Background: an optimization exercise with open tools, aiming at small area and a short achievable clock period. Do not read the settings as production practice. In this exercise RTL edits were held to simulation tests only and were not proved equivalent to the original. No activity file was given, so power comes from the tool's default toggle rates.

`flow/flow/run.sh`:
```
#!/bin/bash
# The standard layout (standard synthesis, floorplan, placement, CTS,
# routing), with one change: every input and output port is buffered with
# sky130_fd_sc_hd__buf_2 instead of ORFS's default port buffer cell.
set -euo pipefail
export BUFFER_PORTS_ARGS="-buffer_cell sky130_fd_sc_hd__buf_2"
bash standard.sh > standard_flow.log 2>&1
```
`flow/standard.sh`:
```
#!/bin/bash
# synth_recipe.tcl (not shown) runs the flow's synth.tcl, then flattens the netlist and writes it again
# the make line also repeats each setting of config.mk as NAME=value (left out here)
make -C /OpenROAD-flow-scripts/flow DESIGN_CONFIG=/design/flow/config.mk WORK_HOME=/design/flow/orfs CLKGATE_MAP_FILE= SYNTH_SCRIPT=/design/flow/synth_recipe.tcl "${@:-finish}"
```
`flow/config.mk`:
```
export PLATFORM = sky130hd
export DESIGN_NAME = CPU
export DESIGN_NICKNAME = CPU
export VERILOG_FILES = /design/flow/design.v
export SDC_FILE = /design/flow/constraint.sdc
export NUM_CORES = 4
export LEC_CHECK = 0
export ABC_AREA = 1
export CAP_MARGIN = 20
export CORE_MARGIN = 2
export CORE_UTILIZATION = 40
export CTS_BUF_LIST = sky130_fd_sc_hd__clkbuf_16
export CTS_CLUSTER_DIAMETER = 80
export CTS_CLUSTER_SIZE = 24
export PLACE_DENSITY = 0.6
export SETUP_SLACK_MARGIN = 5.0
export SLEW_MARGIN = 20
```
`flow/constraint.sdc`:
```
create_clock -name core_clock -period 7.5 [get_ports {clk}]
set_input_delay 1.5000 -clock core_clock [delete_from_list [all_inputs] [get_ports {clk}]]
set_output_delay 1.5000 -clock core_clock [all_outputs]
set_load 0.01 [all_outputs]
```
`flow/design.v`:
```
`timescale 1ns/1ps
module PrefixAdd #(parameter N = 16) (
    input  wire [N-1:0] a,
    input  wire [N-1:0] b,
    input  wire         cin,
    output wire [N-1:0] s
);
    reg [N-1:0] g, p;
    integer i, k;
    always @(*) begin
        g = a & b;
        p = a | b;
        g[0] = g[0] | (p[0] & cin);
        for (k = 1; k < N; k = k * 2)
            for (i = N - 1; i >= k; i = i - 1) begin
                g[i] = g[i] | (p[i] & g[i-k]);
                p[i] = p[i] & p[i-k];
            end
    end
    wire [N-1:0] c = {g[N-2:0], cin};
    assign s = (a ^ c) ^ b;
endmodule
module PrefixInc #(parameter N = 16) (
    input  wire [N-1:0] a,
    input  wire         cin,
    output wire [N-1:0] s
);
    reg [N-1:0] p;
    integer i, k;
    always @(*) begin
        p = a;
        p[0] = a[0] & cin;
        for (k = 1; k < N; k = k * 2)
            for (i = N - 1; i >= k; i = i - 1)
                p[i] = p[i] & p[i-k];
    end
    assign s = a ^ {p[N-2:0], cin};
endmodule
`timescale 1ns/1ps
module CPU (
    input  wire clk,
    input  wire rst,
    output wire [15:0] total_instructions,
    output wire [15:0] total_loads,
    output wire [15:0] total_stores,
    output wire [15:0] total_alus,
    output wire [15:0] total_controls,
    output wire [15:0] total_cycles,
    output wire [15:0] total_stall_cycles,
    output reg  done,
    output wire [15:0] imem_addr,
    input  wire [15:0] imem_rdata,
    output wire [15:0] dmem_addr,
    output wire [15:0] dmem_wdata,
    output wire        dmem_we,
    input  wire [15:0] dmem_rdata
);
    reg [15:0] pc;
    reg [3:0]  fc;
    reg        stall;
    reg [15:0] rr;
    reg [15:0] instr;                
    reg [15:0] if_pc;                
    reg [15:0] if_ir;
    reg [15:0] id_pc, id_rd1, id_rd2;
    reg [2:0]  id_rd, id_rt, id_fn;
    reg        id_sxb;
    reg        id_rw, id_lw, id_sw, id_ctl, id_for;
    reg        id_beq, id_bne, id_jmp, id_call, id_ret;
    reg        id_and, id_add, id_sub, id_sll, id_srl;
    reg        id_a_ex, id_a_wb, id_a_r1;
    reg        id_b_ex, id_b_wb, id_b_r2, id_b_im;
    reg        id_f_ex, id_f_wb, id_f_r2;
    reg [15:0] ex_alu, ex_wd;
    reg [15:0] ex_x;                 
    reg [2:0]  ex_rd;                
    reg        ex_rw, ex_lw, ex_sw, ex_ctl;
    reg        ex_fortk, ex_beq, ex_bne, ex_jmp, ex_call, ex_ret;
    reg [15:0] dm_rd;                
    reg [15:0] wb_wd;
    reg [2:0]  wb_rd;
    reg        wb_we;
    reg [15:0] rf [1:7];
    reg [7:1]  rv;
    reg [15:0] c_cyc, c_ld, c_st, c_alu, c_ctl, c_stl;
    wire [15:0] pc1, tgt;
    assign imem_addr          = pc;
    assign dmem_addr          = ex_alu;
    assign dmem_wdata         = ex_wd;
    assign dmem_we            = ex_sw;
    assign total_instructions = c_cyc;
    assign total_cycles       = c_cyc;
    assign total_loads        = c_ld;
    assign total_stores       = c_st;
    assign total_alus         = c_alu;
    assign total_controls     = c_ctl;
    assign total_stall_cycles = c_stl;
    always @(posedge clk)
        instr <= (pc[15:6] == 10'd0) ? imem_rdata : 16'hF000;
    always @(posedge clk)
        if_pc <= pc;
    always @(posedge clk or posedge rst)
        if (rst) if_ir <= 16'b0;
        else     if_ir <= instr;
    wire [3:0] op   = if_ir[15:12];
    wire [2:0] d_rd = if_ir[11:9];
    wire [2:0] d_rs = if_ir[8:6];
    wire [2:0] d_rt = if_ir[5:3];
    wire [2:0] d_fn = if_ir[2:0];
    wire d_r    = (op == 4'd0);
    wire d_j    = (op == 4'd1);
    wire d_andi = (op == 4'd2);
    wire d_addi = (op == 4'd3);
    wire d_lw   = (op == 4'd4);
    wire d_sw   = (op == 4'd5);
    wire d_beq  = (op == 4'd6);
    wire d_bne  = (op == 4'd7);
    wire d_for  = (op == 4'd8);
    wire d_oth  = op[3] & (op[2:0] != 3'd0);
    wire d_byfn = d_r | d_j | d_oth;         
    wire d_jmp  = d_j & (d_fn == 3'd0);
    wire d_call = d_j & (d_fn == 3'd1);
    wire d_ret  = d_j & (d_fn == 3'd2);
    wire d_rw   = d_r | d_andi | d_addi | d_lw | d_for | d_call;
    wire d_sx   = d_addi | d_lw | d_sw | d_beq | d_bne;
    wire d_ctl  = d_beq | d_bne | d_jmp | d_call | d_ret | d_for;
    wire d_and  = (d_byfn & (d_fn == 3'd0)) | d_andi | d_beq | d_bne;
    wire d_add  = (d_byfn & (d_fn == 3'd1)) | d_addi;
    wire d_sub  = d_byfn & (d_fn == 3'd2);
    wire d_sll  = d_byfn & (d_fn == 3'd3);
    wire d_srl  = d_byfn & (d_fn == 3'd4);
    wire d_bim  = d_andi | d_addi;
    wire [15:0] rs_val = (d_rs != 3'd0 && rv[d_rs]) ? rf[d_rs] : 16'b0;
    wire [15:0] rt_val = (d_rt != 3'd0 && rv[d_rt]) ? rf[d_rt] : 16'b0;
    wire [2:0] n_rd = stall ? id_rd : d_rd;
    wire [2:0] n_rt = stall ? id_rt : d_rt;
    wire       ns   = ~stall;
    wire exfw   = id_rw & id_rd[0];                 
    wire wbv    = ex_rw & (ex_rd != 3'd0);          
    wire n_a_ex = exfw & (d_rs == 3'd1);
    wire n_a_wb = ~n_a_ex & wbv & (ex_rd == d_rs);
    wire n_f_ex = exfw & (n_rt == 3'd1);
    wire n_f_wb = ~n_f_ex & wbv & (ex_rd == n_rt);
    wire n_bim  = ns & d_bim;
    always @(posedge clk) begin
        id_pc   <= if_pc;
        id_rd1  <= rs_val;
        id_rd2  <= stall ? id_rd2 : rt_val;
        id_rd   <= n_rd;
        id_rt   <= n_rt;
        id_fn   <= d_fn;
        id_sxb  <= d_sx & if_ir[5];
        id_a_ex <= n_a_ex;
        id_a_wb <= n_a_wb;
        id_a_r1 <= ~n_a_ex & ~n_a_wb;
        id_b_ex <= ~n_bim & n_f_ex;
        id_b_wb <= ~n_bim & n_f_wb;
        id_b_r2 <= ~n_bim & ~n_f_ex & ~n_f_wb;
        id_b_im <= n_bim;
    end
    always @(posedge clk or posedge rst)
        if (rst) begin
            id_rw   <= 1'b0;
            id_lw   <= 1'b0;
            id_sw   <= 1'b0;
            id_ctl  <= 1'b0;
            id_for  <= 1'b0;
            id_beq  <= 1'b0;
            id_bne  <= 1'b0;
            id_jmp  <= 1'b0;
            id_call <= 1'b0;
            id_ret  <= 1'b0;
            id_and  <= 1'b0;
            id_add  <= 1'b0;
            id_sub  <= 1'b0;
            id_sll  <= 1'b0;
            id_srl  <= 1'b0;
            id_f_ex <= 1'b0;
            id_f_wb <= 1'b0;
            id_f_r2 <= 1'b0;
        end else begin
            id_rw   <= stall | d_rw;
            id_lw   <= stall | d_lw;
            id_sw   <= ns & d_sw;
            id_ctl  <= ns & d_ctl;
            id_for  <= ns & d_for;
            id_beq  <= ns & d_beq;
            id_bne  <= ns & d_bne;
            id_jmp  <= ns & d_jmp;
            id_call <= ns & d_call;
            id_ret  <= ns & d_ret;
            id_and  <= ns & d_and;
            id_add  <= ns & d_add;
            id_sub  <= ns & d_sub;
            id_sll  <= ns & d_sll;
            id_srl  <= ns & d_srl;
            id_f_ex <= n_f_ex;
            id_f_wb <= n_f_wb;
            id_f_r2 <= ~n_f_ex & ~n_f_wb;
        end
    always @(posedge clk or posedge rst)
        if (rst) stall <= 1'b0;
        else     stall <= stall | (d_lw & ((d_rt == instr[8:6]) | (d_rt == instr[5:3])));
    always @(posedge clk or posedge rst)
        if (rst)         rr <= 16'b0;
        else if (d_call) rr <= pc1;
    wire [15:0] imm = {{10{id_sxb}}, id_rt, id_fn};
    wire [15:0] A  = ({16{id_a_ex}} & ex_alu) | ({16{id_a_wb}} & wb_wd)
                   | ({16{id_a_r1}} & id_rd1);
    wire [15:0] B  = ({16{id_b_ex}} & ex_alu) | ({16{id_b_wb}} & wb_wd)
                   | ({16{id_b_r2}} & id_rd2) | ({16{id_b_im}} & imm);
    wire [15:0] FB = ({16{id_f_ex}} & ex_alu) | ({16{id_f_wb}} & wb_wd)
                   | ({16{id_f_r2}} & id_rd2);
    wire [15:0] r_and = A & B;
    wire [15:0] r_add, r_sub;
    PrefixAdd #(16) u_add (.a(A), .b(B),  .cin(1'b0), .s(r_add));
    PrefixAdd #(16) u_sub (.a(A), .b(~B), .cin(1'b1), .s(r_sub));
    wire [15:0] r_sll = A << FB[3:0];
    wire [15:0] r_srl = A >> FB[3:0];
    wire [15:0] result = ({16{id_and}} & r_and) | ({16{id_add}} & r_add)
                       | ({16{id_sub}} & r_sub) | ({16{id_sll}} & r_sll)
                       | ({16{id_srl}} & r_srl) | {15'b0, id_for & FB[0]};
    wire [15:0] m_r = 16'hFFFF >> FB[3:0];
    wire [15:0] m_l = 16'hFFFF << FB[3:0];
    wire [15:0] o_ab = A | B;
    wire [15:0] z_add = (A ^ {o_ab[14:0], 1'b0}) ^ B;
    wire [95:0] zv = {{16{id_add}} & z_add,
                      {16{id_sub}} & A & ~B,
                      {16{id_sub}} & ~A & B,
                      {16{id_and}} & A & B,
                      {16{id_sll}} & A & m_r,
                      {16{id_srl}} & A & m_l};
    wire nz = (|zv) | (id_for & FB[0]);
    always @(posedge clk or posedge rst)
        if (rst) begin
            ex_alu   <= 16'b0;
            ex_wd    <= 16'b0;
            ex_rw    <= 1'b0;
            ex_lw    <= 1'b0;
            ex_sw    <= 1'b0;
            ex_ctl   <= 1'b0;
            ex_fortk <= 1'b0;
            ex_beq   <= 1'b0;
            ex_bne   <= 1'b0;
            ex_jmp   <= 1'b0;
            ex_call  <= 1'b0;
            ex_ret   <= 1'b0;
        end else begin
            ex_alu   <= result;
            ex_wd    <= FB;
            ex_rw    <= id_rw;
            ex_lw    <= id_lw;
            ex_sw    <= id_sw;
            ex_ctl   <= id_ctl;
            ex_fortk <= id_for & FB[0];
            ex_beq   <= id_beq;
            ex_bne   <= id_bne;
            ex_jmp   <= id_jmp;
            ex_call  <= id_call;
            ex_ret   <= id_ret;
        end
    always @(posedge clk) begin
        ex_x  <= id_for ? id_rd1 : id_pc;
        ex_rd <= id_rd;
    end
    always @(posedge clk) begin
        dm_rd <= (ex_alu[15:8] == 8'd0) ? dmem_rdata : 16'b0;
        wb_wd <= ex_lw ? dm_rd : ex_alu;
        wb_rd <= ex_rd;
    end
    always @(posedge clk or posedge rst)
        if (rst) wb_we <= 1'b0;
        else     wb_we <= ex_rw & (ex_rd != 3'd0);
    integer i;
    always @(posedge clk)
        for (i = 1; i < 8; i = i + 1)
            if (wb_we && wb_rd == i) rf[i] <= wb_wd;
    always @(posedge clk or posedge rst)
        if (rst) rv <= 7'b0;
        else for (i = 1; i < 8; i = i + 1)
            if (wb_we && wb_rd == i) rv[i] <= 1'b1;
    wire        hold = done | stall;
    PrefixInc #(16) u_pc1 (.a(pc), .cin(1'b1), .s(pc1));
    PrefixAdd #(16) u_tgt (.a(ex_x), .b(imm), .cin(1'b0), .s(tgt));
    wire [15:0] base = hold     ? pc
                     : ex_fortk ? ex_x
                     : ex_jmp   ? {ex_x[15:9], ex_alu[8:0]}
                     : ex_call  ? ex_alu
                     : ex_ret   ? rr
                     : pc1;
    wire [15:0] pc_nz = (~hold & ex_bne) ? tgt : base;
    wire [15:0] pc_z  = (~hold & ex_beq) ? tgt : base;
    always @(posedge clk or posedge rst)
        if (rst) begin
            pc   <= 16'b0;
            fc   <= 4'd0;
            done <= 1'b0;
        end else begin
            pc <= nz ? pc_nz : pc_z;
            if (!done) begin
                fc <= fc + 4'd1;
                if (fc == 4'd14) done <= 1'b1;
            end
        end
    wire [15:0] ld_n, st_n, alu_n, cyc_n, ctl_n, stl_n;
    PrefixInc #(16) u_ld  (.a(c_ld),  .cin(ex_lw),            .s(ld_n));
    PrefixInc #(16) u_st  (.a(c_st),  .cin(ex_sw),            .s(st_n));
    PrefixInc #(16) u_alu (.a(c_alu), .cin(~(ex_lw | ex_sw)), .s(alu_n));
    PrefixInc #(16) u_cyc (.a(c_cyc), .cin(1'b1),             .s(cyc_n));
    PrefixInc #(16) u_ctl (.a(c_ctl), .cin(ex_ctl),           .s(ctl_n));
    PrefixInc #(16) u_stl (.a(c_stl), .cin(stall),            .s(stl_n));
    always @(posedge clk or posedge rst)
        if (rst) begin
            c_cyc <= 16'b0;
            c_ld  <= 16'b0;
            c_st  <= 16'b0;
            c_alu <= 16'b0;
            c_ctl <= 16'b0;
            c_stl <= 16'b0;
        end else begin
            c_cyc <= cyc_n;
            c_ld  <= ld_n;
            c_st  <= st_n;
            c_alu <= alu_n;
            c_ctl <= ctl_n;
            c_stl <= stl_n;
        end
endmodule
```
==> flow_summary.json, run 1 <==
{
  "irDropWorstVdd_v": 0.000212,
  "start_kind": "flip-flop",
  "clkTransAtPathRegs_ns": 0.10,
  "finalPower_uw": 10700,
  "yosysTopAreaCellShare_pct": 22.0,
  "stdcell_count": 4365,
  "crit_type": "flip-flop to primary output",
  "synthTopCellsByArea": "dfrtp_1 22%, edfxtp_1 16%, nand2_1 14%",
  "dp_hpwl_um": 60200,
  "clk_latency_ns": 0.63,
  "dieArea_sq_um": 64100,
  "cap_violations": 0,
  "tightestPinTransition_ns": 0.981,
  "initial_utilization_pct": 40.3,
  "synthCells": 3123,
  "cp_max_fo": 2,
  "synthesis.area_sq_um": 24800,
  "pwr-share-seq_pct": 34.0,
  "wl_um": 89200,
  "std_cell_rows": 91,
  "crit_chain": "buf_12 -> buf_8",
  "drc_errors": 0,
  "drt_iter0_drc": 2433,
  "power_frac_clock_pct": 17.7,
  "synth_edf_count": 131,
  "area_delta_synth_final_pct": 24.6,
  "final_nets": 3567,
  "tns_ns": 0,
  "endpoint_kind": "primary output",
  "drive_above_1_share_pct": 23.9,
  "regMostFlops": "rf",
  "pwr-share-comb_pct": 48.3,
  "synth-main-ff-cell": "dfrtp_1",
  "grt_max_degree": 139,
  "setup_viol": 0,
  "async_flop_share_pct": 45.3,
  "die_h_um": 253,
  "ff2ff_path_depth": 19,
  "yosysTopAreaCell": "dfrtp_1",
  "antenna_found_initial": 3,
  "whs_endpoint": "id_pc[11]",
  "worst_hold_path_type": "flip-flop to flip-flop",
  "htree_levels": 1,
  "power.density_nw_per_um2": 346,
  "final-hold-violation-count": 0,
  "holdCritStartpoint": "if_pc[11]",
  "gp_congestion": 0.983,
  "grt_pass1_vias": 21900,
  "yosysUniqueCellTypes": 56,
  "p_switching_uw": 4810,
  "ant_nets": 0,
  "maxSlewHeadroom_pct": 34.1,
  "ys_seq_elements": 481,
  "grt_pass1_wl_um": 132000,
  "root_buffer": "clkbuf_16",
  "coreArea_sq_um": 61600,
  "swShare_pct": 44.9,
  "fmax_mhz": 354,
  "max_stage_delay_ns": 0.45,
  "outcome": "finished clean",
  "slew_viol_final": 0,
  "r2r_end": "pc[5]",
  "period_share_pct": 37.7,
  "critical_path_required_ns": 6.00,
  "clk_path_buf_depth": 3,
  "hold_buffers": 0,
  "cts_buffers": 30,
  "min_path_cells": 0,
  "ys_warn_count": 20,
  "crit-reg2reg-launch": "ex_alu[2]",
  "p_leak_uw": 0.0152,
  "gr-usage-all-layers_pct": 27.2,
  "finalClockSkew_ns": 0.0362,
  "syn_nets": 3186,
  "avgSynthCellArea_sq_um": 7.96,
  "crit_arrival_ns": 1.33,
  "place_inst": 4064,
  "r2r_slack_ns": 4.83,
  "grt_overflow": 0,
  "fillCellCount": 5881,
  "wl_per_cell_um": 20.4,
  "final_cell_area_sq_um": 31000,
  "intPower_uw": 5890,
  "period_needed_ns": 2.83,
  "cpMaxStageDelayCell": "dfrtp_2",
  "vias_per_cell": 5.36,
  "rsz0062_at_grt": "true",
  "num_vias": 23400,
  "fp.dieW_um": 253,
  "largest_register_ffs": 112,
  "io_buffers": 195,
  "dpl_cell_area_sq_um": 26500,
  "cts_tree": "built",
  "ys_seq_area_share_pct": 48.4,
  "pin_count": 196,
  "cts.sinks": 481,
  "first_pass_iters": 6
}
-- through the flow --
| stage | hold WS, ns | setup slack, ns | utilization [%] |
|---|---|---|---|
| after global placement | 0.310 | 3.87 | 43.0 |
| final | 0.330 | 4.67 | 50.3 |
| after floorplan | 0.310 | 3.16 | - |
| after detailed placement | 0.312 | 3.83 | 43.0 |
| after CTS | 0.333 | 4.68 | 48.2 |
| after global routing | 0.338 | 4.64 | 50.3 |
-- what timing repair did --
action / in CTS / in global routing
pin swaps: 14 / 46
cloned: 4 / 3
hold endpoints to repair: 0 / 0
gates resized for setup: 227 / 186
setup endpoints to repair: 227 / 305
setup buffers: 170 / 68
-- area by class of cell --
| cell class | instances | area [sq um] | area share (%) |
|---|---|---|---|
| antenna | 1 | 2.50 | 0.00808 |
| clock buffer | 32 | 801 | 2.59 |
| clock inverter | 23 | 274 | 0.885 |
| inverter | 308 | 1190 | 3.84 |
| multi-input combinational | 2226 | 11800 | 38.2 |
| sequential | 481 | 12100 | 39.2 |
| tap | 837 | 1050 | 3.38 |
| timing repair buffer | 455 | 3680 | 11.9 |
| timing repair inverter | 2 | 12.5 | 0.0404 |
-- worst max-delay path, delay by kind of cell (launching register included) --
kind / cells / cell delay [ns]
buffers and inverters: 2 / 0.26
DFF: 1 / 0.45
-- power groups by stage --
stage / Combinational [uW] / Clock (uW) / Sequential (uW)
2_1_floorplan: 2790 / 0 / 3470
3_3_place_gp: 3910 / 0 / 3710
3_5_place_dp: 3900 / 0 / 3710
4_1_cts: 4480 / 1930 / 3620
5_1_grt: 5580 / 2020 / 3680
6_report: 5170 / 1890 / 3640
-- placed cells by master (no fill, tap or decap), types with 83 or more instances in the layout --
cell type / netlist / final
buf_6: 12 / 88
nand2_2: 32 / 83
buf_4: 19 / 225
nand2_1: 921 / 857
edfxtp_1: 131 / 131
buf_2: 8 / 122
dfxtp_1: 132 / 108
o21ai_0: 132 / 106
nand3_1: 221 / 207
nor2_1: 323 / 304
dfrtp_1: 218 / 184
a21oi_1: 118 / 112
inv_1: 287 / 281
-- cell usage after synthesis (3+ instances only) --
master     instances
nor2_4             9
clkinv_1           6
o21ai_0          132
nor3b_1            3
buf_2              8
edfxtp_1         131
clkbuf_2           3
nand2_1          921
nand2_2           32
a221oi_1          15
or2_2             13
nand3_2           11
nand3_4            3
o211ai_1           9
nand4_1           65
nor2_1           323
o221ai_1           3
inv_2             15
a31oi_1           27
nor3_1            27
nand3_1          221
xnor2_1           47
nor2_2            13
nor4_1            16
a21oi_1          118
o2111ai_1          6
dfxtp_1          132
mux2_2            25
a41oi_1           12
buf_4             19
dfrtp_1          218
buf_6             12
buf_1             10
inv_1            287
ha_1              28
o22ai_1           42
clkbuf_1          60
xor2_1            66
nand3b_1          10
-- worst max path at each step --
stage                   endpoint  slack (ns)  cells after the start      start
finish              dmem_addr[1]        4.67                      2  ex_alu[1]
global route        dmem_addr[1]        4.64                      2  ex_alu[1]
CTS                 dmem_addr[8]        4.68                      1  ex_alu[8]
detailed placement         pc[6]        3.83                      9    id_f_r2
global placement           pc[3]        3.87                      9    id_f_r2
floorplan               c_alu[0]        3.16                      1        rst
-- logic make-up after synthesis --
kind of cell,count (synthesis),share of synthesized area [%]
AND/OR/NAND/NOR,1675,29.1
flip-flops,481,48.4
buffers and inverters,420,7.05
AO/OA/AOI/OAI,380,8.83
XOR/XNOR,113,3.98
adder cells (fa/ha/maj),29,1.49
multiplexers,25,1.13
-- metal layers --
layer	GRT usage [%]	wire, um	up-vias
li1	-	-	11000
met1	37.3	37500	11000
met2	41.0	37800	1144
met3	6.22	9200	231
met4	11.7	4680	6
met5	0	34	-
==> inputs of run 2 (changes only) <==
--- a/flow/config.mk
+++ b/flow/config.mk
@@ -13,5 +13,5 @@
 export CTS_CLUSTER_DIAMETER = 80
 export CTS_CLUSTER_SIZE = 24
 export PLACE_DENSITY = 0.6
-export SETUP_SLACK_MARGIN = 5.0
+export SETUP_SLACK_MARGIN = 4.7
 export SLEW_MARGIN = 20
==> flow_summary.json, run 2 <==
{
  "grt_pass1_vias": 20800,
  "yosysTopAreaCell": "dfrtp_1",
  "final-hold-violation-count": 0,
  "critical_path_required_ns": 6.00,
  "r2r_end": "pc[14]",
  "start_kind": "flip-flop",
  "wl_um": 85200,
  "cp_max_fo": 2,
  "synth-main-ff-cell": "dfrtp_1",
  "num_vias": 22300,
  "wl_per_cell_um": 20.4,
  "cts.sinks": 481,
  "cpLargestDelayFamily": "flip-flops",
  "pin_count": 196,
  "io_buffers": 195,
  "crit_type": "flip-flop to primary output",
  "htree_levels": 1,
  "p_switching_uw": 4500,
  "cts_tree": "built",
  "crit_arrival_ns": 1.32,
  "initial_utilization_pct": 40.3,
  "area_delta_synth_final_pct": 14.3,
  "cap_violations": 0,
  "maxSlewHeadroom_pct": 31.5,
  "max_stage_delay_ns": 0.55,
  "clkTransAtPathRegs_ns": 0.10,
  "gp_congestion": 0.983,
  "setup_viol": 0,
  "finalClockSkew_ns": 0.0403,
  "slew_viol_final": 0,
  "grt_pass1_wl_um": 126000,
  "ff2ff_path_depth": 15,
  "period_needed_ns": 2.82,
  "power_frac_clock_pct": 19.1,
  "yosysUniqueCellTypes": 56,
  "clk_path_buf_depth": 3,
  "std_cell_rows": 91,
  "p_leak_uw": 0.0140,
  "cts_buffers": 30,
  "syn_nets": 3186,
  "crit-reg2reg-launch": "ex_alu[5]",
  "pwr-share-comb_pct": 44.0,
  "yosysTopAreaCellShare_pct": 22.0,
  "regMostFlops": "rf",
  "gr-usage-all-layers_pct": 25.9,
  "synthesis.area_sq_um": 24800,
  "dieArea_sq_um": 64100,
  "async_flop_share_pct": 45.3,
  "yosys.area_share.simple_pct": 29.1,
  "drt_iter0_drc": 2339,
  "rsz0062_at_grt": "true",
  "ys_warn_count": 20,
  "tightestPinTransition_ns": 1.02,
  "top_usage_layer": "met2",
  "grt_overflow": 0,
  "outcome": "finished clean",
  "endpoint_kind": "primary output",
  "synthAdderAreaFrac_pct": 1.49,
  "synth_edf_count": 131,
  "synth_top_family_by_area": "simple AND/OR/NAND/NOR gates",
  "dp_hpwl_um": 60200,
  "swShare_pct": 45.4,
  "synthMuxAreaShare_pct": 1.13,
  "synthXorXnorAreaFrac_pct": 3.98,
  "use_met3_pct": 4.77,
  "use_met1_pct": 36.5,
  "min_path_cells": 0,
  "pwr-share-seq_pct": 36.9,
  "final_cell_area_sq_um": 28400,
  "worst_hold_path_type": "flip-flop to flip-flop",
  "worstSetupPathDepth": 1,
  "r2r_slack_ns": 4.76,
  "crit_chain": "buf_6",
  "place_inst": 4064,
  "grt_max_degree": 139,
  "synthCells": 3123,
  "final_nets": 3383,
  "clk_latency_ns": 0.63,
  "vias_per_cell": 5.34,
  "holdCritStartpoint": "if_pc[11]",
  "yosys-top-cells-count": "921 x nand2_1, 323 x nor2_1, 287 x inv_1",
  "final_cell_mix": "908 x nand2_1, 318 x nor2_1, 290 x inv_1, 213 x nand3_1, 187 x buf_2",
  "drive_above_1_share_pct": 16.2,
  "root_buffer": "clkbuf_16",
  "hold_buffers": 0,
  "coreArea_sq_um": 61600,
  "globalRouteMet2Util_pct": 39.5,
  "synthMostInstantiatedCell": "nand2_1",
  "cpMaxStageDelayCell": "dfrtp_4",
  "stdcell_count": 4181,
  "antenna_found_initial": 1,
  "intPower_uw": 5400,
  "fp.dieW_um": 253,
  "first_pass_iters": 6,
  "irDropWorstVdd_v": 0.000208,
  "path_buf_inv": 1,
  "tns_ns": 0,
  "synth_compound_gate_area_share_pct": 8.83,
  "ys_seq_area_share_pct": 48.4,
  "final_common_cell": "nand2_1",
  "avgSynthCellArea_sq_um": 7.96,
  "fmax_mhz": 355,
  "whs_endpoint": "id_pc[11]",
  "power.density_nw_per_um2": 349,
  "drc_errors": 0,
  "ant_nets": 0,
  "synthTopCellsByArea": "dfrtp_1 22%, edfxtp_1 16%, nand2_1 14%",
  "period_share_pct": 37.6,
  "largest_register_ffs": 112,
  "dpl_cell_area_sq_um": 26500,
  "die_h_um": 253,
  "ys_seq_elements": 481
}
[run 2: cell counts after synthesis]
No cell type changed its count.
[run 2: how the worst max path moves through the flow]
stage,from,to
4_1_cts,ex_alu[8],dmem_addr[8]
3_5_place_dp,id_f_r2,pc[6]
6_report,ex_alu[8],dmem_addr[8]
3_3_place_gp,id_f_r2,pc[3]
5_1_grt,ex_alu[8],pc[5]
2_1_floorplan,rst,c_alu[0]
[run 2: per-layer routing]
metal,up-vias,part of all wire [%]
met5,-,0
met4,0,4.9
met3,172,9.5
met2,1087,42
met1,10400,44
li1,10600,-
[run 2: logic make-up after synthesis]
logic type	count (synthesis)
AO/OA/AOI/OAI	380
XOR/XNOR	113
adder cells (fa/ha/maj)	29
buffers and inverters	420
flip-flops	481
multiplexers	25
AND/OR/NAND/NOR	1675
[run 2: area by class of cell]
class	instances	area (sq um)
Timing Repair Buffer	273	1700
Multi-Input combinational cell	2225	11300
Clock inverter	23	274
Sequential cell	481	12100
Inverter	308	1170
Clock buffer	32	801
Tap cell	837	1050
Fill cell	6116	33200
Antenna cell	1	2.50
Timing Repair inverter	1	5.00
[run 2: power groups by stage]
stage / sequential (uW) / clock, uW / combinational (uW)
after floorplan: 3470 / 0 / 2790
final: 3650 / 1890 / 4350
after CTS: 3640 / 1930 / 4050
after global placement: 3710 / 0 / 3910
after detailed placement: 3710 / 0 / 3900
after global routing: 3690 / 2020 / 4770
[run 2: what timing repair did]
item | in CTS | in global routing
resized for setup | 81 | 46
pin swaps | 2 | 9
endpoints found under the setup margin | 95 | 49
gates cloned | 1 | 3
setup buffers | 38 | 19
[run 2: metrics by stage]
stage	hold WS, ns	power, uW	utilization (%)	worst slack (ns)
final	0.330	9900	46.1	4.68
after global routing	0.338	10500	46.1	4.67
after CTS	0.333	9620	45.6	4.68
after detailed placement	0.312	7610	43.0	3.83
after global placement	0.310	7620	43.0	3.87
after floorplan	0.310	6260	-	3.16
==> inputs of run 3 (changes only) <==
--- a/flow/config.mk
+++ b/flow/config.mk
@@ -8,10 +8,10 @@
 export ABC_AREA = 1
 export CAP_MARGIN = 20
 export CORE_MARGIN = 2
-export CORE_UTILIZATION = 40
+export CORE_UTILIZATION = 70
 export CTS_BUF_LIST = sky130_fd_sc_hd__clkbuf_16
 export CTS_CLUSTER_DIAMETER = 80
 export CTS_CLUSTER_SIZE = 24
-export PLACE_DENSITY = 0.6
+export PLACE_DENSITY = 0.9
 export SETUP_SLACK_MARGIN = 4.7
 export SLEW_MARGIN = 20
==> flow_summary.json, run 3 <==
{
  "use_met1_pct": 58.8,
  "drc_errors": 0,
  "endpoint_kind": "primary output",
  "drt_iter0_drc": 4904,
  "yosysTopAreaCell": "dfrtp_1",
  "wl_um": 96400,
  "yosys-top-cells-count": "921 x nand2_1, 323 x nor2_1, 287 x inv_1",
  "antenna_found_initial": 11,
  "yosysUniqueCellTypes": 56,
  "syn_nets": 3186,
  "cts_tree": "built",
  "cts_buffers": 25,
  "std_cell_rows": 68,
  "ant_nets": 0,
  "synthMostInstantiatedCell": "nand2_1",
  "drive_above_1_share_pct": 15.7,
  "synthAdderAreaFrac_pct": 1.49,
  "io_buffers": 195,
  "synthTopCellsByArea": "dfrtp_1 22%, edfxtp_1 16%, nand2_1 14%",
  "finalPower_uw": 10100,
  "power.density_nw_per_um2": 364,
  "async_flop_share_pct": 45.3,
  "area_delta_synth_final_pct": 11.0,
  "yosys.area_share.simple_pct": 29.1,
  "final-hold-violation-count": 0,
  "irDropWorstVdd_v": 0.000364,
  "synthCells": 3123,
  "slew_viol_final": 0,
  "dp_hpwl_um": 63100,
  "cpMaxStageDelayCell": "dfrtp_2",
  "cp_max_fo": 6,
  "crit_type": "flip-flop to primary output",
  "fmax_mhz": 344,
  "use_met3_pct": 15.6,
  "period_needed_ns": 2.91,
  "period_share_pct": 38.8,
  "htree_levels": 1,
  "ys_warn_count": 20,
  "crit_chain": "buf_2",
  "final_cell_mix": "909 x nand2_1, 313 x nor2_1, 295 x inv_1, 216 x nand3_1, 194 x buf_2",
  "maxSlewHeadroom_pct": 22.2,
  "final_common_cell": "nand2_1",
  "synth_top_family_by_area": "simple AND/OR/NAND/NOR gates",
  "grt_overflow": 0,
  "gp_congestion": 1.05,
  "synthMuxAreaShare_pct": 1.13,
  "initial_utilization_pct": 71.6,
  "grt_pass1_wl_um": 134000,
  "rsz0062_at_grt": "true",
  "worst_hold_path_type": "flip-flop to flip-flop",
  "globalRouteMet2Util_pct": 73.5,
  "tightestPinTransition_ns": 1.17,
  "crit_arrival_ns": 1.41,
  "synth-main-ff-cell": "dfrtp_1",
  "p_leak_uw": 0.0137,
  "finalClockSkew_ns": 0.0428,
  "final_nets": 3366,
  "path_buf_inv": 1,
  "start_kind": "flip-flop",
  "die_h_um": 192,
  "regMostFlops": "rf",
  "cts.sinks": 481,
  "avgSynthCellArea_sq_um": 7.96,
  "fillCellCount": 2125,
  "critical_path_required_ns": 6.00,
  "clk_path_buf_depth": 3,
  "tns_ns": 0,
  "dieArea_sq_um": 37000,
  "top_usage_layer": "met2",
  "clkTransAtPathRegs_ns": 0.11,
  "synthXorXnorAreaFrac_pct": 3.98,
  "ys_seq_area_share_pct": 48.4,
  "coreArea_sq_um": 34700,
  "vias_per_cell": 6.84,
  "setup_viol": 0,
  "synthesis.area_sq_um": 24800,
  "pin_count": 196,
  "gr-usage-all-layers_pct": 48.2,
  "largest_register_ffs": 112,
  "cpLargestDelayFamily": "flip-flops",
  "ys_seq_elements": 481,
  "first_pass_iters": 17,
  "grt_max_degree": 145,
  "synth_edf_count": 131,
  "max_stage_delay_ns": 0.58,
  "wl_per_cell_um": 25.5,
  "yosysTopAreaCellShare_pct": 22.0,
  "clk_latency_ns": 0.63,
  "synth_compound_gate_area_share_pct": 8.83,
  "cap_violations": 0,
  "outcome": "finished clean",
  "fin_hold_ws_ns": 0.336,
  "fp.dieW_um": 192,
  "root_buffer": "clkbuf_16",
  "grt_pass1_vias": 23300,
  "num_vias": 25900
}
## run 3: through the flow
step	setup slack [ns]	cells	instance area [sq um]	util [%]
6_report	4.59	3780	27600	79.4
2_1_floorplan	3.16	3123	24800	-
5_1_grt	4.57	3777	27600	79.4
3_5_place_dp	4.13	3672	25900	74.7
4_1_cts	4.70	3740	27000	77.8
3_3_place_gp	4.20	3672	25900	74.7
## run 3: area by class of cell
class	instances	area [sq um]	share of cell area [%]
repair inverters	1	5.00	0.0181
repair buffers	261	1610	5.84
inverters	308	1170	4.25
diodes	4	10.0	0.0363
clock inverters	20	129	0.467
well taps	455	569	2.06
multi-input cells	2225	11300	41.2
clock buffers	25	626	2.27
flip-flops and latches	481	12100	43.9
## run 3: power breakdown
group | internal [uW] | switching, uW | total [uW] | leakage, uW
sequential | 3150 | 584 | 3740 | 0.00523
clock | 630 | 898 | 1530 | 0.000417
combinational | 1440 | 3350 | 4780 | 0.00808
## run 3: routing by layer
metal	wire length, um	part of all wire [%]
met1	30800	32
met2	40300	42
met3	15100	16
met4	10000	10
met5	164	0.17
## run 3: timing repair
action                     CTS  global route
setup endpoints to repair   84            57
hold buffers                 0             0
buffers inserted            22            30
resized for setup           57            55
pin swaps                    3             3
gates cloned                 1             4
## run 3: path summary, 6_finish.rpt
kind	slack (ns)	to	cells past startpoint	from
min reg2reg	0.34	id_pc[5]	0	if_pc[5]
min	0.34	id_pc[5]	0	if_pc[5]
max in group asynchronous	5.00	ex_alu[3]	5	rst
max reg2reg	4.62	pc[0]	10	ex_call
max	4.59	dmem_addr[2]	1	ex_alu[2]
min in group asynchronous	1.03	c_cyc[13]	3	rst
## run 3: cells by family after synthesis
logic type | count (synthesis)
buffers and inverters | 420
muxes | 25
DFF | 481
and+or+nand+nor | 1675
adders and majority gates | 29
AOI/OAI and AO/OA | 380
xor gates and xnor gates | 113
==> inputs of run 4 (changes only) <==
--- a/flow/config.mk
+++ b/flow/config.mk
@@ -8,10 +8,10 @@
 export ABC_AREA = 1
 export CAP_MARGIN = 20
 export CORE_MARGIN = 2
-export CORE_UTILIZATION = 70
+export CORE_UTILIZATION = 60
 export CTS_BUF_LIST = sky130_fd_sc_hd__clkbuf_16
 export CTS_CLUSTER_DIAMETER = 80
 export CTS_CLUSTER_SIZE = 24
-export PLACE_DENSITY = 0.9
+export PLACE_DENSITY = 0.8
 export SETUP_SLACK_MARGIN = 4.7
 export SLEW_MARGIN = 20
==> flow_summary.json, run 4 <==
{
  "io_buffers": 195,
  "yosysTopAreaCell": "dfrtp_1",
  "antenna_found_initial": 7,
  "synth-main-ff-cell": "dfrtp_1",
  "p_leak_uw": 0.0138,
  "synthMostInstantiatedCell": "nand2_1",
  "min_path_cells": 0,
  "place_ws_ns": 4.09,
  "period_share_pct": 37.7,
  "intPower_uw": 5360,
  "regMostFlops": "rf",
  "pin_count": 196,
  "grt_max_degree": 154,
  "hold_buffers": 0,
  "tns_ns": 0,
  "crit_type": "flip-flop to flip-flop",
  "timing.critical_path.mode_cell": "nand2_1",
  "drc_errors": 0,
  "clk_path_buf_depth": 3,
  "grt_pass1_vias": 22100,
  "swShare_pct": 46.9,
  "ys_warn_count": 20,
  "final_common_cell": "nand2_1",
  "worstSetupPathDepth": 6,
  "coreArea_sq_um": 40800,
  "cp_max_fo": 17,
  "synthesis.area_sq_um": 24800,
  "clk_latency_ns": 0.65,
  "synthCells": 3123,
  "power_frac_clock_pct": 16.9,
  "async_flop_share_pct": 45.3,
  "rsz0062_at_grt": "true",
  "syn_nets": 3186,
  "ys_seq_elements": 481,
  "slew_viol_final": 0,
  "tightestPinTransition_ns": 1.12,
  "synthTopCellsByArea": "dfrtp_1 22%, edfxtp_1 16%, nand2_1 14%",
  "ff2ff_path_depth": 6,
  "vias_per_cell": 6.10,
  "clkTransAtPathRegs_ns": 0.10,
  "finalClockSkew_ns": 0.0707,
  "initial_utilization_pct": 60.8,
  "seq_area_sq_um": 12100,
  "largest_register_ffs": 112,
  "cap_violations": 0,
  "gp_congestion": 1.01,
  "period_needed_ns": 2.83,
  "htree_levels": 1,
  "outcome": "finished clean",
  "setup_viol": 0,
  "final-hold-violation-count": 0,
  "endpoint_kind": "flip-flop",
  "fp.dieW_um": 207,
  "die_h_um": 207,
  "cpMaxStageDelayCell": "nand2_1",
  "std_cell_rows": 74,
  "dieArea_sq_um": 43100,
  "wl_um": 87200,
  "first_pass_iters": 10,
  "area_delta_synth_final_pct": 12.1,
  "p_switching_uw": 4740,
  "gr-usage-all-layers_pct": 38.7,
  "pwr-share-seq_pct": 36.7,
  "dp_hpwl_um": 62400,
  "power.density_nw_per_um2": 363,
  "num_vias": 23600,
  "pwr-share-comb_pct": 46.4,
  "cpLargestDelayFamily": "simple AND/OR/NAND/NOR gates",
  "grt_pass1_wl_um": 129000,
  "multi_input_area_sq_um": 11400,
  "grt_overflow": 0,
  "irDropWorstVdd_v": 0.000294,
  "layout_setup_ws_ns": 4.67,
  "crit_arrival_ns": 3.22,
  "avgSynthCellArea_sq_um": 7.96,
  "wl_per_cell_um": 22.6,
  "path_buf_inv": 1,
  "cts_buffers": 28,
  "yosys-top-cells-count": "921 x nand2_1, 323 x nor2_1, 287 x inv_1",
  "yosysUniqueCellTypes": 56,
  "fmax_mhz": 353,
  "start_kind": "flip-flop",
  "crit_chain": "inv_1 -> ha_1 -> nand2_1 -> and3_2 -> nand2_1 -> a31oi_1",
  "drive_above_1_share_pct": 16.0,
  "synth_edf_count": 131,
  "root_buffer": "clkbuf_16",
  "maxSlewHeadroom_pct": 24.4,
  "yosysTopAreaCellShare_pct": 22.0,
  "final_cell_mix": "909 x nand2_1, 316 x nor2_1, 290 x inv_1, 214 x nand3_1, 195 x buf_2",
  "cts.sinks": 481,
  "ant_nets": 0,
  "ys_seq_area_share_pct": 48.4,
  "worst_hold_path_type": "flip-flop to flip-flop",
  "cts_tree": "built",
  "critical_path_required_ns": 7.89,
  "final_nets": 3375,
  "drt_iter0_drc": 3209,
  "max_stage_delay_ns": 0.65,
  "fillCellCount": 3252
}
run 4: changes by cell type in the layout (fill, tap and decap cells not counted), moves of 3 or more:
cell and delta:
inv_2 +4, inv_1 -5, dfrtp_4 +4, inv_12 +3, nor2_1 +3, buf_6 +3
nand3_4 +4, buf_4 +4
run 4: worst reg2reg max path, cell delays in order (launching register included):
cell and delay (ns):
dfrtp_1 0.49, inv_1 0.18, ha_1 0.22, nand2_1 0.65, and3_2 0.58, nand2_1 0.13
a31oi_1 0.33
run 4: path summary, 6_finish.rpt:
path	startpoint	to	slack, ns
min in group asynchronous	rst	c_stl[0]	1.06
worst max-delay path	if_ir[4]	id_rd2[14]	4.67
worst min register to register	if_pc[7]	id_pc[7]	0.33
worst min-delay path	if_pc[7]	id_pc[7]	0.33
max in group asynchronous	rst	stall	5.07
worst max register to register	if_ir[4]	id_rd2[14]	4.67
run 4: what timing repair did:
action	in CTS	in global routing
gates resized for setup	68	56
setup buffers	38	20
cloned	1	6
pin swaps	2	8
endpoints found under the setup margin	89	126
run 4: metrics by stage:
stage                     total power (uW)  util [%]  std cells  cell area [sq um]  hold WS, ns
after floorplan                       6260         -       3123              24800        0.310
after global placement                7560      63.7       3749              26000        0.311
after detailed placement              7610      63.7       3749              26000        0.314
after CTS                             9660      67.1       3840              27400        0.324
after global routing                 10600      68.2       3867              27800        0.331
final                                10100      68.2       3868              27900        0.326
run 4: power by group through the flow:
stage	Sequential, uW	Clock, uW	Combinational [uW]
4_1_cts	3670	1720	4270
3_3_place_gp	3700	0	3860
5_1_grt	3740	1800	5070
2_1_floorplan	3470	0	2790
6_report	3700	1710	4690
3_5_place_dp	3720	0	3890
run 4: kinds of logic after synthesis:
logic type                 synth area share, %
adders and majority gates                 1.49
and+or+nand+nor                           29.1
muxes                                     1.13
DFF                                       48.4
xor gates and xnor gates                  3.98
buffers and inverters                     7.05
AOI/OAI and AO/OA                         8.83
run 4: layout make-up:
cell class	count	share of cell area, %
sequential	481	43.5
multi-input combinational	2228	40.8
timing repair buffer	264	5.66
inverter	308	4.19
clock buffer	28	2.52
tap	532	2.39
clock inverter	24	0.854
timing repair inverter	1	0.0180
antenna	2	0.0180
run 4: layer usage:
metal	vias up	global-route usage, %	share of wire [%]
met5	-	1.33	0.12
met4	6	17.7	6.0
met3	324	7.73	11
met2	1662	62.0	45
met1	11000	51.1	38
li1	10600	-	-
==> inputs of run 5 (changes only) <==
--- a/flow/design.v
+++ b/flow/design.v
@@ -20,6 +20,30 @@
     wire [N-1:0] c = {g[N-2:0], cin};
     assign s = (a ^ c) ^ b;
 endmodule
+module BKAdd #(parameter N = 16) (
+    input  wire [N-1:0] a,
+    input  wire [N-1:0] b,
+    output wire [N-1:0] s
+);
+    reg [N-1:0] g, p;
+    integer i, k;
+    always @(*) begin
+        g = a & b;
+        p = a | b;
+        for (k = 1; k < N; k = k * 2)
+            for (i = 2*k - 1; i < N; i = i + 2*k) begin
+                g[i] = g[i] | (p[i] & g[i-k]);
+                p[i] = p[i] & p[i-k];
+            end
+        for (k = N / 4; k >= 1; k = k / 2)
+            for (i = 3*k - 1; i < N; i = i + 2*k) begin
+                g[i] = g[i] | (p[i] & g[i-k]);
+                p[i] = p[i] & p[i-k];
+            end
+    end
+    wire [N-1:0] c = {g[N-2:0], 1'b0};
+    assign s = (a ^ c) ^ b;
+endmodule
 module PrefixInc #(parameter N = 16) (
     input  wire [N-1:0] a,
     input  wire         cin,
@@ -31,7 +55,10 @@
         p = a;
         p[0] = a[0] & cin;
         for (k = 1; k < N; k = k * 2)
-            for (i = N - 1; i >= k; i = i - 1)
+            for (i = 2*k - 1; i < N; i = i + 2*k)
+                p[i] = p[i] & p[i-k];
+        for (k = N / 4; k >= 1; k = k / 2)
+            for (i = 3*k - 1; i < N; i = i + 2*k)
                 p[i] = p[i] & p[i-k];
     end
     assign s = a ^ {p[N-2:0], cin};
@@ -281,7 +308,7 @@
             if (wb_we && wb_rd == i) rv[i] <= 1'b1;
     wire        hold = done | stall;
     PrefixInc #(16) u_pc1 (.a(pc), .cin(1'b1), .s(pc1));
-    PrefixAdd #(16) u_tgt (.a(ex_x), .b(imm), .cin(1'b0), .s(tgt));
+    BKAdd #(16) u_tgt (.a(ex_x), .b(imm), .s(tgt));
     wire [15:0] base = hold     ? pc
                      : ex_fortk ? ex_x
                      : ex_jmp   ? {ex_x[15:9], ex_alu[8:0]}
--- a/flow/config.mk
+++ b/flow/config.mk
@@ -8,10 +8,10 @@
 export ABC_AREA = 1
 export CAP_MARGIN = 20
 export CORE_MARGIN = 2
-export CORE_UTILIZATION = 60
+export CORE_UTILIZATION = 40
 export CTS_BUF_LIST = sky130_fd_sc_hd__clkbuf_16
 export CTS_CLUSTER_DIAMETER = 80
 export CTS_CLUSTER_SIZE = 24
-export PLACE_DENSITY = 0.8
+export PLACE_DENSITY = 0.6
 export SETUP_SLACK_MARGIN = 4.7
 export SLEW_MARGIN = 20
==> flow_summary.json, run 5 <==
{
  "dp_hpwl_um": 62000,
  "cpLargestDelayFamily": "simple AND/OR/NAND/NOR gates",
  "io_buffers": 195,
  "largest_register_ffs": 112,
  "dieArea_sq_um": 62600,
  "first_pass_iters": 5,
  "grt_max_degree": 110,
  "tns_ns": 0,
  "wl_per_cell_um": 22.1,
  "drive_above_1_share_pct": 18.4,
  "vias_per_cell": 5.51,
  "ys_seq_elements": 481,
  "worstSetupPathDepth": 10,
  "fmax_mhz": 352,
  "pin_count": 196,
  "path_buf_inv": 0,
  "timing.critical_path.mode_cell": "nand2_1",
  "power.density_nw_per_um2": 304,
  "htree_levels": 1,
  "ant_nets": 0,
  "drt_iter0_drc": 2127,
  "std_cell_rows": 90,
  "yosysTopAreaCell": "dfrtp_1",
  "clk_path_buf_depth": 3,
  "gr-usage-all-layers_pct": 26.6,
  "grt_pass1_wl_um": 127000,
  "num_vias": 21400,
  "avgSynthCellArea_sq_um": 8.44,
  "final-hold-violation-count": 0,
  "yosysUniqueCellTypes": 60,
  "layout_setup_ws_ns": 4.66,
  "cts.sinks": 481,
  "rsz0062_at_grt": "true",
  "synthTopCellsByArea": "dfrtp_1 23%, edfxtp_1 16%, nand2_1 13%",
  "antenna_found_initial": 8,
  "final_common_cell": "nand2_1",
  "cts_tree": "built",
  "period_needed_ns": 2.84,
  "final_nets": 3201,
  "synthesis.area_sq_um": 24200,
  "place_ws_ns": 4.12,
  "clkTransAtPathRegs_ns": 0.11,
  "grt_overflow": 0,
  "cap_violations": 0,
  "synthCells": 2874,
  "min_path_cells": 0,
  "cts_buffers": 29,
  "p_leak_uw": 0.0142,
  "root_buffer": "clkbuf_16",
  "clk_latency_ns": 0.64,
  "slew_viol_final": 0,
  "seq_area_sq_um": 12100,
  "period_share_pct": 37.9,
  "multi_input_area_sq_um": 10800,
  "crit_chain": "nand2_2 -> nand3_4 -> nand2_1 -> nand2_1 -> nand2_1 -> o21ai_0 -> o21ai_0 -> nor2_1 -> nor3_1 -> nand3_1",
  "worst_hold_path_type": "flip-flop to flip-flop",
  "crit_type": "flip-flop to flip-flop",
  "fillCellCount": 5855,
  "ff2ff_path_depth": 10,
  "finalClockSkew_ns": 0.0378,
  "yosysTopAreaCellShare_pct": 22.5,
  "final_cell_mix": "808 x nand2_1, 287 x inv_1, 227 x nor2_1, 188 x dfrtp_1, 187 x buf_2",
  "start_kind": "flip-flop",
  "fp.dieW_um": 250,
  "area_delta_synth_final_pct": 14.9,
  "max_stage_delay_ns": 0.54,
  "syn_nets": 2993,
  "ys_warn_count": 21,
  "critical_path_required_ns": 7.93,
  "gp_congestion": 1.01,
  "final_cell_area_sq_um": 27900,
  "async_flop_share_pct": 45.3,
  "synth_edf_count": 131,
  "wl_um": 85800,
  "hold_buffers": 0,
  "regMostFlops": "rf",
  "cp_max_fo": 16,
  "die_h_um": 250,
  "grt_pass1_vias": 20500,
  "synthMostInstantiatedCell": "nand2_1",
  "initial_utilization_pct": 40.3,
  "maxSlewHeadroom_pct": 34.6,
  "yosys-top-cells-count": "822 x nand2_1, 280 x inv_1, 233 x nor2_1",
  "cpMaxStageDelayCell": "dfrtp_2",
  "postLayoutCoreUtil_pct": 46.3,
  "dpl_cell_area_sq_um": 25800,
  "crit_arrival_ns": 3.27,
  "irDropWorstVdd_v": 0.000200,
  "drc_errors": 0,
  "tightestPinTransition_ns": 0.982,
  "setup_viol": 0,
  "endpoint_kind": "flip-flop",
  "synth-main-ff-cell": "dfrtp_1",
  "ys_seq_area_share_pct": 49.6,
  "outcome": "finished clean",
  "coreArea_sq_um": 60100
}
==> run 5: final cells by class <==
class                   instances  area share [%]
multi-input cells            1980            38.9
flip-flops and latches        481            43.4
repair buffers                286            6.58
diodes                          2          0.0180
clock buffers                  29            2.60
well taps                     782            3.51
inverters                     304            4.12
clock inverters                25           0.862
==> run 5: per-stage QoR <==
stage,total power [uW],hold WS [ns],std cells
finish,8460,0.319,3889
global route,8900,0.336,3887
CTS,8320,0.325,3865
detailed placement,6390,0.314,3765
global placement,6380,0.311,3765
floorplan,5270,0.310,2874
==> run 5: repair_timing <==
item / CTS / global route
endpoints found under the setup margin: 91 / 54
buffers inserted: 46 / 17
endpoints found under the hold margin: 0 / 0
gates cloned: 0 / 2
pin swaps: 16 / 18
resized for setup: 105 / 62
==> run 5: report_power, final <==
group | switching [uW] | internal, uW | total [uW] | leakage [uW]
Clock | 987 | 756 | 1740 | 0.000506
Sequential | 492 | 3170 | 3660 | 0.00523
Combinational | 2050 | 1010 | 3060 | 0.00845
==> run 5: kinds of logic (layout without fill, tap and decap cells) <==
family | Yosys count | in the layout | synth area share, %
AND/OR/NAND/NOR | 1410 | 1412 | 25.3
adder cells (fa/ha/maj) | 85 | 85 | 4.63
multiplexers | 22 | 22 | 1.02
AO/OA/AOI/OAI | 381 | 381 | 9.31
XOR/XNOR | 80 | 80 | 2.89
flip-flops | 481 | 481 | 49.6
other | 0 | 2 | 0
buffers and inverters | 415 | 644 | 7.21
==> run 5: path summary, 6_finish.rpt <==
| check | from | endpoint | slack, ns |
|---|---|---|---|
| max in group asynchronous | rst | ex_alu[5] | 5.25 |
| min reg2reg | if_pc[15] | id_pc[15] | 0.32 |
| max reg2reg | id_f_wb | ex_alu[14] | 4.66 |
| min in group asynchronous | rst | c_cyc[0] | 0.92 |
| max | id_f_wb | ex_alu[14] | 4.66 |
| min | if_pc[15] | id_pc[15] | 0.32 |
==> run 5: layer usage <==
layer	global-route usage (%)	wire length, um
met5	0	52
met4	9.50	3460
met3	5.41	7970
met2	41.9	38200
met1	36.4	36100
==> inputs of run 6 (changes only) <==
--- a/flow/design.v
+++ b/flow/design.v
@@ -158,9 +158,10 @@
     wire d_srl  = d_byfn & (d_fn == 3'd4);
     wire d_bim  = d_andi | d_addi;
     wire [15:0] rs_val = (d_rs != 3'd0 && rv[d_rs]) ? rf[d_rs] : 16'b0;
-    wire [15:0] rt_val = (d_rt != 3'd0 && rv[d_rt]) ? rf[d_rt] : 16'b0;
     wire [2:0] n_rd = stall ? id_rd : d_rd;
     wire [2:0] n_rt = stall ? id_rt : d_rt;
+    wire stall_n = stall | (d_lw & ((d_rt == instr[8:6]) | (d_rt == instr[5:3])));
+    wire [15:0] rt_val = (n_rt != 3'd0 && rv[n_rt]) ? rf[n_rt] : 16'b0;
     wire       ns   = ~stall;
     wire exfw   = id_rw & id_rd[0];                 
     wire wbv    = ex_rw & (ex_rd != 3'd0);          
@@ -172,7 +173,7 @@
     always @(posedge clk) begin
         id_pc   <= if_pc;
         id_rd1  <= rs_val;
-        id_rd2  <= stall ? id_rd2 : rt_val;
+        id_rd2  <= rt_val;
         id_rd   <= n_rd;
         id_rt   <= n_rt;
         id_fn   <= d_fn;
@@ -227,7 +228,7 @@
         end
     always @(posedge clk or posedge rst)
         if (rst) stall <= 1'b0;
-        else     stall <= stall | (d_lw & ((d_rt == instr[8:6]) | (d_rt == instr[5:3])));
+        else     stall <= stall_n;
     always @(posedge clk or posedge rst)
         if (rst)         rr <= 16'b0;
         else if (d_call) rr <= pc1;
@@ -298,14 +299,15 @@
     always @(posedge clk or posedge rst)
         if (rst) wb_we <= 1'b0;
         else     wb_we <= ex_rw & (ex_rd != 3'd0);
+    wire rf_we = wb_we & ~stall_n;
     integer i;
     always @(posedge clk)
         for (i = 1; i < 8; i = i + 1)
-            if (wb_we && wb_rd == i) rf[i] <= wb_wd;
+            if (rf_we && wb_rd == i) rf[i] <= wb_wd;
     always @(posedge clk or posedge rst)
         if (rst) rv <= 7'b0;
         else for (i = 1; i < 8; i = i + 1)
-            if (wb_we && wb_rd == i) rv[i] <= 1'b1;
+            if (rf_we && wb_rd == i) rv[i] <= 1'b1;
     wire        hold = done | stall;
     PrefixInc #(16) u_pc1 (.a(pc), .cin(1'b1), .s(pc1));
     BKAdd #(16) u_tgt (.a(ex_x), .b(imm), .s(tgt));
==> flow_summary.json, run 6 <==
{
  "yosysTopAreaCellShare_pct": 22.7,
  "irDropWorstVdd_v": 0.000197,
  "gp_congestion": 0.975,
  "drc_errors": 0,
  "htree_levels": 1,
  "tns_ns": 0,
  "synthesis.area_sq_um": 24000,
  "syn_nets": 2951,
  "period_share_pct": 38.7,
  "ys_seq_area_share_pct": 49.5,
  "grt_pass1_wl_um": 132000,
  "clk_latency_ns": 0.64,
  "die_h_um": 249,
  "endpoint_kind": "flip-flop",
  "min_path_cells": 0,
  "cts.sinks": 481,
  "gr-usage-all-layers_pct": 28.3,
  "grt_overflow": 0,
  "critical_path_required_ns": 7.97,
  "coreArea_sq_um": 59100,
  "outcome": "finished clean",
  "grt_max_degree": 155,
  "dieArea_sq_um": 61900,
  "diodes": 0,
  "clk_path_buf_depth": 3,
  "holdCritStartpoint": "instr[9]",
  "slew_viol_final": 0,
  "ys_seq_elements": 481,
  "r2r_slack_ns": 4.60,
  "layout_setup_ws_ns": 4.60,
  "num_vias": 21400,
  "r2r_end": "ex_alu[12]",
  "cp_max_fo": 23,
  "tightestPinTransition_ns": 1.10,
  "io_buffers": 195,
  "final_nets": 3176,
  "synth-main-ff-cell": "dfrtp_1",
  "crit_arrival_ns": 3.38,
  "cts_buffers": 29,
  "ys_warn_count": 21,
  "fmax_mhz": 345,
  "drive_above_1_share_pct": 19.4,
  "synthMostInstantiatedCell": "nand2_1",
  "ant_nets": 0,
  "cap_violations": 0,
  "first_pass_iters": 6,
  "yosysUniqueCellTypes": 61,
  "initial_utilization_pct": 40.6,
  "largest_register_ffs": 112,
  "ff2ff_path_depth": 10,
  "start_kind": "flip-flop",
  "synth_edf_count": 115,
  "cts_tree": "built",
  "postLayoutCoreUtil_pct": 47.2,
  "worst_hold_path_type": "flip-flop to flip-flop",
  "synthTopCellsByArea": "dfrtp_1 23%, edfxtp_1 14%, nand2_1 13%",
  "antenna_found_initial": 4,
  "std_cell_rows": 89,
  "yosys-top-cells-count": "815 x nand2_1, 270 x inv_1, 218 x dfrtp_1",
  "clkTransAtPathRegs_ns": 0.09,
  "power.density_nw_per_um2": 353,
  "vias_per_cell": 5.55,
  "place_ws_ns": 3.89,
  "pin_count": 196,
  "area_delta_synth_final_pct": 16.4,
  "dp_hpwl_um": 66000,
  "final_cell_mix": "800 x nand2_1, 264 x inv_1, 208 x nor2_1, 189 x dfrtp_1, 187 x buf_2",
  "p_leak_uw": 0.0140,
  "final-hold-violation-count": 0,
  "root_buffer": "clkbuf_16",
  "whs_endpoint": "if_ir[9]",
  "async_flop_share_pct": 45.3,
  "regMostFlops": "rf",
  "fp.dieW_um": 249,
  "wl_um": 90900,
  "synthCells": 2832,
  "fin_hold_ws_ns": 0.333,
  "maxSlewHeadroom_pct": 26.5,
  "seq_area_sq_um": 12000,
  "drt_iter0_drc": 2138,
  "finalPower_uw": 9840,
  "yosysTopAreaCell": "dfrtp_1",
  "grt_pass1_vias": 20400,
  "avgSynthCellArea_sq_um": 8.47,
  "period_needed_ns": 2.90,
  "crit_type": "flip-flop to flip-flop",
  "rsz0062_at_grt": "true",
  "multi_input_area_sq_um": 10800,
  "final_common_cell": "nand2_1",
  "finalClockSkew_ns": 0.0420,
  "crit-reg2reg-launch": "ex_alu[2]",
  "wl_per_cell_um": 23.6,
  "setup_viol": 0,
  "fillCellCount": 5713
}
[run 6: cell types whose count changed in the layout (fill, tap and decap cells not counted), sizes merged, moves of 11 or more]
cell / change
inv: -33
a21oi: -19
dfxtp: +16
edfxtp: -16
o22ai: -13
buf: +12
nand2: -11
[run 6: where the power goes]
group	internal [uW]	total [uW]	switching (uW)	leakage (uW)
Clock	806	1790	982	0.000513
Combinational	1400	4380	2980	0.00835
Sequential	3150	3680	532	0.00517
[run 6: worst max-delay path, stage by stage (launching register included)]
cell and delay [ns]:
dfrtp_2 0.43, buf_4 0.15, nand2_1 0.05, nand3_1 0.11
buf_12 0.21, clkinvlp_4 0.18, buf_4 0.20, o21ai_0 0.66
nor2_1 0.16, nor3_1 0.45, nand3_1 0.13
[run 6: layout make-up]
| type | count | share of cell area (%) |
|---|---|---|
| clock inverter | 23 | 0.892 |
| multi-input combinational | 1964 | 38.9 |
| tap | 773 | 3.47 |
| timing repair buffer | 299 | 7.29 |
| sequential | 481 | 42.9 |
| timing repair inverter | 1 | 0.0179 |
| clock buffer | 30 | 2.69 |
| inverter | 281 | 3.91 |
[run 6: what timing repair did]
action | in CTS | in global routing
cloned | 1 | 3
gates resized for setup | 110 | 89
endpoints found under the hold margin | 0 | 0
hold buffers | 0 | 0
pin swaps | 7 | 23
buffers inserted | 52 | 31
setup endpoints to repair | 84 | 166
[run 6: cell families after synthesis]
logic type | Yosys count | share of synthesized area [%]
multiplexers | 27 | 1.26
XOR/XNOR | 80 | 2.92
AND/OR/NAND/NOR | 1397 | 25.3
AO/OA/AOI/OAI | 373 | 9.42
buffers and inverters | 389 | 6.91
adder cells (fa/ha/maj) | 85 | 4.69
flip-flops | 481 | 49.5
[run 6: worst max path at each step]
stage / slack [ns] / from / cells after the start / endpoint
2_1_floorplan: 3.16 / rst / 1 / c_alu[0]
3_3_place_gp: 3.86 / id_f_r2 / 14 / pc[8]
3_5_place_dp: 3.89 / id_f_wb / 14 / pc[9]
4_1_cts: 4.65 / ex_alu[15] / 1 / dmem_addr[15]
5_1_grt: 4.58 / id_fn[0] / 16 / pc[13]
6_report: 4.60 / ex_alu[2] / 10 / ex_alu[12]
[run 6: per-stage QoR]
step	std cells	instance area, sq um
floorplan	2832	24000
global placement	3711	25500
detailed placement	3712	25500
CTS	3818	27300
global route	3852	27900
finish	3852	27900
[run 6: per-layer routing]
| layer | share of wire [%] | track usage, % | up-vias |
|---|---|---|---|
| li1 | - | - | 9787 |
| met1 | 43 | 39.2 | 10300 |
| met2 | 45 | 44.9 | 1045 |
| met3 | 8.8 | 4.74 | 184 |
| met4 | 3.8 | 9.96 | 6 |
| met5 | 0.041 | 0 | - |

what the ideal ports hide:
The flow's constraints put no driver on any port. The routed layouts listed below were extracted and timed again, unchanged, in two steps.
Step 1 sets driving cells, clkbuf_16 on the clock port and buf_2 on the other inputs (assumed; they add their load-dependent delay and slew).
Step 2 moves the port delays by t, midway between the first and last clock arrival at a register: inputs arrive t later, outputs are due t later. That takes back most of the time a late clock gives input paths.
a / b / c = no drivers / after step 1 / after step 2; a / b = the first two.
run	t, ns	setup WS [ns]	worst setup path after step 2
run 1	0.676	4.672 / 4.606 / 4.601	input, reset recovery
run 2	0.679	4.683 / 4.613 / 4.452	input, reset recovery
run 3	0.668	4.593 / 4.534 / 4.371	input, reset recovery
run 4	0.671	4.671 / 4.635 / 4.418	input, reset recovery
run 5	0.680	4.656 / 4.612 / 4.611	input, reset recovery
run 6	0.682	4.599 / 4.573 / 4.536	input, reset recovery
After both steps every run listed still meets setup and hold. For run 4, which loses most, drivers alone change the setup slack by -0.036 ns; drivers and shift together by -0.253 ns. The worst setup slack also covers recovery checks on asynchronous resets.
